What follows belongs to an exercise in optimizing a design on an open flow for small area and a short achievable clock period; a production flow would make more cautious choices.
RTL that was checked went through simulation tests only; none was proved equivalent to the original.
Power is estimated from default activity; no workload was simulated.

== oak ==
==> flow/design.v <==
module fifo_sync #(
  parameter int WIDTH = 32,
  parameter int DEPTH = 16
)(
  input  logic              clk,
  input  logic              rst_n,
  input  logic              in_valid,
  output logic              in_ready,
  input  logic [WIDTH-1:0]  in_data,
  output logic              out_valid,
  input  logic              out_ready,
  output logic [WIDTH-1:0]  out_data,
  output logic              full,
  output logic              empty,
  output logic [$clog2(DEPTH+1)-1:0] count
);
  localparam int CW = $clog2(DEPTH+1);
  localparam int NS = DEPTH - 1;           
  logic [WIDTH-1:0] mem [NS];
  logic [WIDTH-1:0] head;
  logic [3:0]       wptr;                  
  logic [NS-1:0]    roh;                   
  logic [CW-1:0]    cnt;
  logic             full_r, empty_r, rdy_r, vld_r, le1_r;
  function automatic logic [NS-1:0] dec(input logic [3:0] s);
    logic [3:0] x;
    dec = '0;
    x = 4'b0001;
    for (int i = 0; i < NS; i++) begin
      dec[i] = (s == x);
      x = {x[2:0], x[3] ^ x[2]};
    end
  endfunction
  function automatic logic [3:0] nxt(input logic [3:0] s);
    nxt = {s[2:0], s[3] ^ s[2]};
  endfunction
  logic push, pop, ram_push, ram_pop, head_en;
  assign push     = in_valid & rdy_r;
  assign pop      = out_ready & vld_r;
  assign ram_push = push & ~(empty_r | (le1_r & out_ready));
  assign ram_pop  = out_ready & ~le1_r;
  assign head_en  = empty_r | out_ready;
  logic [NS-1:0] wsel, rsel;
  assign wsel = dec(wptr) & {NS{~full_r}};
  assign rsel = roh & {NS{~le1_r}};
  for (genvar g = 0; g < NS; g++) begin : slot
    logic [WIDTH-1:0] q;
    always_ff @(posedge clk) begin
      if (wsel[g]) q <= in_data;
    end
    assign mem[g] = q;
  end
  logic [WIDTH-1:0] head_d;
  always_comb begin
    head_d = {WIDTH{le1_r}} & in_data;
    for (int i = 0; i < NS; i++)
      head_d = head_d | ({WIDTH{rsel[i]}} & mem[i]);
  end
  always_ff @(posedge clk) begin
    if (head_en) head <= head_d;
  end
  always_ff @(posedge clk or negedge rst_n) begin
    if (!rst_n) begin
      wptr <= 4'b0001;
      roh  <= {{(NS-1){1'b0}}, 1'b1};
    end else begin
      if (ram_push) wptr <= nxt(wptr);
      if (ram_pop)  roh  <= {roh[NS-2:0], roh[NS-1]};
    end
  end
  logic [CW-1:0] cnt_d;
  always_comb begin
    case ({push, pop})
      2'b10:   cnt_d = cnt + 1'b1;
      2'b01:   cnt_d = cnt - 1'b1;
      default: cnt_d = cnt;
    endcase
  end
  always_ff @(posedge clk or negedge rst_n) begin
    if (!rst_n) begin
      cnt     <= '0;
      full_r  <= 1'b0;
      empty_r <= 1'b1;
      rdy_r   <= 1'b1;
      vld_r   <= 1'b0;
      le1_r   <= 1'b1;
    end else begin
      cnt     <= cnt_d;
      full_r  <= (cnt_d == DEPTH[CW-1:0]);
      empty_r <= (cnt_d == '0);
      rdy_r   <= (cnt_d != DEPTH[CW-1:0]);
      vld_r   <= (cnt_d != '0);
      le1_r   <= (cnt_d <= 1);
    end
  end
  assign out_data  = head;
  assign count     = cnt;
  assign full      = full_r;
  assign empty     = empty_r;
  assign in_ready  = rdy_r;
  assign out_valid = vld_r;
endmodule
clock: 3.8 ns
lec_check: 0
cap_margin: 20
core_margin: 2
core_utilization: 40
setup_slack_margin: 2.0
slew_margin: 20
run.sh (not shown) runs the stock make flow with config.mk's settings and CLKGATE_MAP_FILE= SYNTH_SCRIPT=/design/flow/synth_recipe.tcl, a recipe that flattens the netlist after the stock synthesis.
Inputs modified between oak and pine:
--- a/flow/design.v
+++ b/flow/design.v
@@ -69,11 +69,28 @@
     end
   end
-  logic [CW-1:0] cnt_d;
+  logic [CW-1:0] cnt_inc, cnt_dec, cnt_d;
+  logic          is1, is15, le2;
+  assign cnt_inc = cnt + 1'b1;
+  assign cnt_dec = cnt - 1'b1;
+  assign is1     = (cnt == 1);
+  assign is15    = (cnt == DEPTH - 1);
+  assign le2     = (cnt <= 2);
+  logic full_d, empty_d, le1_d;
   always_comb begin
-    case ({push, pop})
-      2'b10:   cnt_d = cnt + 1'b1;
-      2'b01:   cnt_d = cnt - 1'b1;
-      default: cnt_d = cnt;
-    endcase
+    cnt_d   = cnt;
+    full_d  = full_r;
+    empty_d = empty_r;
+    le1_d   = le1_r;
+    if (push & ~pop) begin
+      cnt_d   = cnt_inc;
+      full_d  = is15;
+      empty_d = 1'b0;
+      le1_d   = empty_r;
+    end else if (pop & ~push) begin
+      cnt_d   = cnt_dec;
+      full_d  = 1'b0;
+      empty_d = is1;
+      le1_d   = le2;
+    end
   end
   always_ff @(posedge clk or negedge rst_n) begin
@@ -87,9 +104,9 @@
     end else begin
       cnt     <= cnt_d;
-      full_r  <= (cnt_d == DEPTH[CW-1:0]);
-      empty_r <= (cnt_d == '0);
-      rdy_r   <= (cnt_d != DEPTH[CW-1:0]);
-      vld_r   <= (cnt_d != '0);
-      le1_r   <= (cnt_d <= 1);
+      full_r  <= full_d;
+      empty_r <= empty_d;
+      rdy_r   <= ~full_d;
+      vld_r   <= ~empty_d;
+      le1_r   <= le1_d;
     end
   end
==> comparison <==
- Measured against oak, the setup fix buffers added after clock tree synthesis of pine comes out at 0.64 times the reference value.
- pine vs. oak: design area -250 sq um, fraction of the mapped netlist area in simple logic gates -0.64 points, share of the clock period used by the worst path after layout -4.0 points.
- pine against oak: first-pass GRT wire length down 1.4%; latest clock arrival within the worst-skew pair up 30 ps.
- The run with more routed wire is pine, not oak.
- oak reports its end of the critical path as le1_r while pine reports out_data[14].
- Of oak and pine, pine shows the lower number of distinct library cells after synthesis, with oak above it.
No run of this note included a check of the RTL's function; only the layout flow was run.

the baseline:
fifo_sync, a different RTL version from the one above (not shown whole).
Size in the first run: roughly 1200 cells after synthesis, about 550 flip-flops, roughly 20000 um^2 of cells after synthesis.
==> module fifo_sync, before the edit <==
module fifo_sync #(
  parameter int WIDTH = 32,
  parameter int DEPTH = 16
)(
  input  logic              clk,
  input  logic              rst_n,
  input  logic              in_valid,
  output logic              in_ready,
  input  logic [WIDTH-1:0]  in_data,
  output logic              out_valid,
  input  logic              out_ready,
  output logic [WIDTH-1:0]  out_data,
  output logic              full,
  output logic              empty,
  output logic [$clog2(DEPTH+1)-1:0] count
);
  localparam int CW = $clog2(DEPTH+1);
  localparam int NS = DEPTH - 1;           
  logic [WIDTH-1:0] mem [NS];
  logic [WIDTH-1:0] head;
  logic [NS-1:0]    woh;                   
  logic             woh_n0;                
  logic [NS-1:1]    woh_hi;
  assign woh = {woh_hi, ~woh_n0};
  logic [NS-1:0]    roh;                   
  logic             roh_n0;                
  logic [NS-1:1]    roh_hi;
  assign roh = {roh_hi, ~roh_n0};
  logic [CW-1:0]    cnt;
  logic             full_r, vld_r, ge2_r;   
  logic push, pop, ram_push, ram_pop, head_en;
  assign push     = in_valid & ~full_r;
  assign pop      = out_ready & vld_r;
  assign ram_push = push & vld_r & ~(~ge2_r & out_ready);
  assign ram_pop  = out_ready & ge2_r;
  assign head_en  = ~vld_r | out_ready;
  logic [NS-1:0] wsel, rsel;
  assign wsel = woh & {NS{~full_r}};
  assign rsel = roh & {NS{ge2_r}};
  for (genvar g = 0; g < NS; g++) begin : slot
    logic [WIDTH-1:0] q;
    always_ff @(posedge clk) begin
      if (wsel[g]) q <= in_data;
    end
    assign mem[g] = q;
  end
  logic [WIDTH-1:0] head_d;
  always_comb begin
    head_d = ({WIDTH{~head_en}} & head) |
             ({WIDTH{head_en & ~ge2_r}} & in_data);
    for (int i = 0; i < NS; i++)
      head_d = head_d | ({WIDTH{head_en & rsel[i]}} & mem[i]);
  end
  always_ff @(posedge clk) begin
    head <= head_d;
  end
  always_ff @(posedge clk or negedge rst_n) begin
    if (!rst_n) begin
      woh_n0 <= 1'b0;
      woh_hi <= '0;
      roh_n0 <= 1'b0;
      roh_hi <= '0;
    end else begin
      if (ram_push) begin
        woh_n0 <= ~woh[NS-1];
        woh_hi <= woh[NS-2:0];
      end
      if (ram_pop) begin
        roh_n0 <= ~roh[NS-1];
        roh_hi <= roh[NS-2:0];
      end
    end
  end
  logic [CW-1:0] cnt_inc, cnt_dec, cnt_d;
  logic          is1, is15, ge3;
  assign cnt_inc = cnt + 1'b1;
  assign cnt_dec = cnt - 1'b1;
  assign is1     = (cnt == 1);
  assign is15    = (cnt == DEPTH - 1);
  assign ge3     = (cnt >= 3);
  logic full_d, vld_d, ge2_d;
  always_comb begin
    cnt_d  = cnt;
    full_d = full_r;
    vld_d  = vld_r;
    ge2_d  = ge2_r;
    if (push & ~pop) begin
      cnt_d  = cnt_inc;
      full_d = is15;
      vld_d  = 1'b1;
      ge2_d  = vld_r;
    end else if (pop & ~push) begin
      cnt_d  = cnt_dec;
      full_d = 1'b0;
      vld_d  = ~is1;
      ge2_d  = ge3;
    end
  end
  logic vld_o, nvld_o, full_o, nfull_o;
  always_ff @(posedge clk or negedge rst_n) begin
    if (!rst_n) begin
      vld_o   <= 1'b0;
      nvld_o  <= 1'b0;
      full_o  <= 1'b0;
      nfull_o <= 1'b0;
    end else begin
      vld_o   <= push | (vld_r & ~(pop & is1));
      nvld_o  <= push ? 1'b1 : (pop ? ~is1 : vld_r);
      full_o  <= ~pop & (full_r | (push & is15));
      nfull_o <= pop ? 1'b0 : (push ? is15 : full_r);
    end
  end
  always_ff @(posedge clk or negedge rst_n) begin
    if (!rst_n) begin
      cnt    <= '0;
      full_r <= 1'b0;
      vld_r  <= 1'b0;
      ge2_r  <= 1'b0;
    end else begin
      cnt    <= cnt_d;
      full_r <= full_d;
      vld_r  <= vld_d;
      ge2_r  <= ge2_d;
    end
  end
  assign out_data  = head;
  assign count     = cnt;
  assign full      = full_o;
  assign empty     = ~nvld_o;
  assign in_ready  = ~nfull_o;
  assign out_valid = vld_o;
endmodule
clock: 3.8 ns
lec_check: 0
cap_margin: 20
core_margin: 2
core_utilization: 55
cts_cluster_diameter: 100
cts_cluster_size: 24
setup_slack_margin: 1.9
slew_margin: 20
> inputs changed (the baseline -> the candidate)
==> flow/design.v <==
module fifo_sync #(
  parameter int WIDTH = 32,
  parameter int DEPTH = 16
)(
  input  logic              clk,
  input  logic              rst_n,
  input  logic              in_valid,
  output logic              in_ready,
  input  logic [WIDTH-1:0]  in_data,
  output logic              out_valid,
  input  logic              out_ready,
  output logic [WIDTH-1:0]  out_data,
  output logic              full,
  output logic              empty,
  output logic [$clog2(DEPTH+1)-1:0] count
);
  localparam int CW = $clog2(DEPTH+1);
  localparam int NS = DEPTH - 1;           
  logic [WIDTH-1:0] mem [NS];
  logic [WIDTH-1:0] head;
  logic [NS-1:0]    woh;                   
  logic             woh_n0;                
  logic [NS-1:1]    woh_hi;
  assign woh = {woh_hi, ~woh_n0};
  logic [NS-1:0]    roh;                   
  logic             roh_n0;                
  logic [NS-1:1]    roh_hi;
  assign roh = {roh_hi, ~roh_n0};
  logic [CW-1:0]    cnt;
  logic             full_r, vld_r, ge2_r;   
  logic push, pop, ram_push, ram_pop, head_en;
  assign push     = in_valid & ~full_r;
  assign pop      = out_ready & vld_r;
  assign ram_push = push & vld_r & ~(~ge2_r & out_ready);
  assign ram_pop  = out_ready & ge2_r;
  assign head_en  = ~vld_r | out_ready;
  logic [NS-1:0] wsel, rsel;
  assign wsel = woh & {NS{~full_r}};
  assign rsel = roh & {NS{ge2_r}};
  for (genvar g = 0; g < NS; g++) begin : slot
    logic [WIDTH-1:0] q;
    always_ff @(posedge clk) begin
      if (wsel[g]) q <= in_data;
    end
    assign mem[g] = q;
  end
  logic [WIDTH-1:0] head_d;
  always_comb begin
    head_d = {WIDTH{~ge2_r}} & in_data;
    for (int i = 0; i < NS; i++)
      head_d = head_d | ({WIDTH{rsel[i]}} & mem[i]);
  end
  always_ff @(posedge clk) begin
    if (head_en) head <= head_d;
  end
  always_ff @(posedge clk or negedge rst_n) begin
    if (!rst_n) begin
      woh_n0 <= 1'b0;
      woh_hi <= '0;
      roh_n0 <= 1'b0;
      roh_hi <= '0;
    end else begin
      if (ram_push) begin
        woh_n0 <= ~woh[NS-1];
        woh_hi <= woh[NS-2:0];
      end
      if (ram_pop) begin
        roh_n0 <= ~roh[NS-1];
        roh_hi <= roh[NS-2:0];
      end
    end
  end
  logic [CW-1:0] cnt_inc, cnt_dec, cnt_d;
  logic          is1, is15, ge3;
  assign cnt_inc = cnt + 1'b1;
  assign cnt_dec = cnt - 1'b1;
  assign is1     = (cnt == 1);
  assign is15    = (cnt == DEPTH - 1);
  assign ge3     = (cnt >= 3);
  logic full_d, vld_d, ge2_d;
  always_comb begin
    cnt_d  = cnt;
    full_d = full_r;
    vld_d  = vld_r;
    ge2_d  = ge2_r;
    if (push & ~pop) begin
      cnt_d  = cnt_inc;
      full_d = is15;
      vld_d  = 1'b1;
      ge2_d  = vld_r;
    end else if (pop & ~push) begin
      cnt_d  = cnt_dec;
      full_d = 1'b0;
      vld_d  = ~is1;
      ge2_d  = ge3;
    end
  end
  always_ff @(posedge clk or negedge rst_n) begin
    if (!rst_n) begin
      cnt    <= '0;
      full_r <= 1'b0;
      vld_r  <= 1'b0;
      ge2_r  <= 1'b0;
    end else begin
      cnt    <= cnt_d;
      full_r <= full_d;
      vld_r  <= vld_d;
      ge2_r  <= ge2_d;
    end
  end
  assign out_data  = head;
  assign count     = cnt;
  assign full      = full_r;
  assign empty     = ~vld_r;
  assign in_ready  = ~full_r;
  assign out_valid = vld_r;
endmodule
### Flow results
Summary — wire length of the first global-routing pass, the candidate relative to the baseline: lower, by 3700 um.
Between the candidate and the baseline, the arithmetic-cell share of the synthesized area counting full adders, half adders and majority gates does not differ in any meaningful way.
Delta (the candidate minus the baseline): clock network power share shows an increase of 6.3 points, post-cts repair resize count now smaller, routed wire length lower, via count of the routed design saw a decrease, layout sequential cell count dropped about 0.7%.
The candidate vs. the baseline: data arrival time at the worst-slack endpoint has increased; count of buffers not belonging to the clock network in the layout has decreased; utilization after layout has increased.
Die: the candidate smaller than the baseline
Compared with the baseline, the candidate shows a higher critical path depth.
Only the layout flow was run in the candidate; the RTL was not checked for function there.

==> separate check: timing with driven ports <==
The flow's constraints put no driver on any port. The routed layouts listed below were extracted and timed again, unchanged, in two steps. Step 1, drivers: a clkbuf_16 drives clk and a buf_2 each remaining input, both assumed. Step 2 times the ports against the registers' clock, not the clock port: input delays grow and output delays shrink by t, the midpoint of the rising clock arrivals with the driver on. Slacks: ideal ports / drivers / drivers and shift; pairs: ideal ports / drivers.
run | t (ns) | setup WS [ns] | worst setup path after step 2 | slew at the worst register clock pin (ns) | worst data-port slew with drivers (ns)
oak | 0.627 | 1.628 / 1.628 / 1.098 | input to register | 0.06 / 0.06 | 0.07
pine | 0.653 | 1.780 / 1.726 / 1.451 | input to register | 0.06 / 0.06 | 0.07
the baseline | 0.618 | 1.900 / 1.847 / 1.362 | input to register | 0.10 / 0.10 | 0.07
the candidate | 0.623 | 1.793 / 1.736 / 1.420 | input to register | 0.10 / 0.10 | 0.04
After both steps setup and hold are still met in every run listed. For the baseline, which loses most, drivers alone change the setup slack by -0.053 ns; drivers and shift together by -0.538 ns.
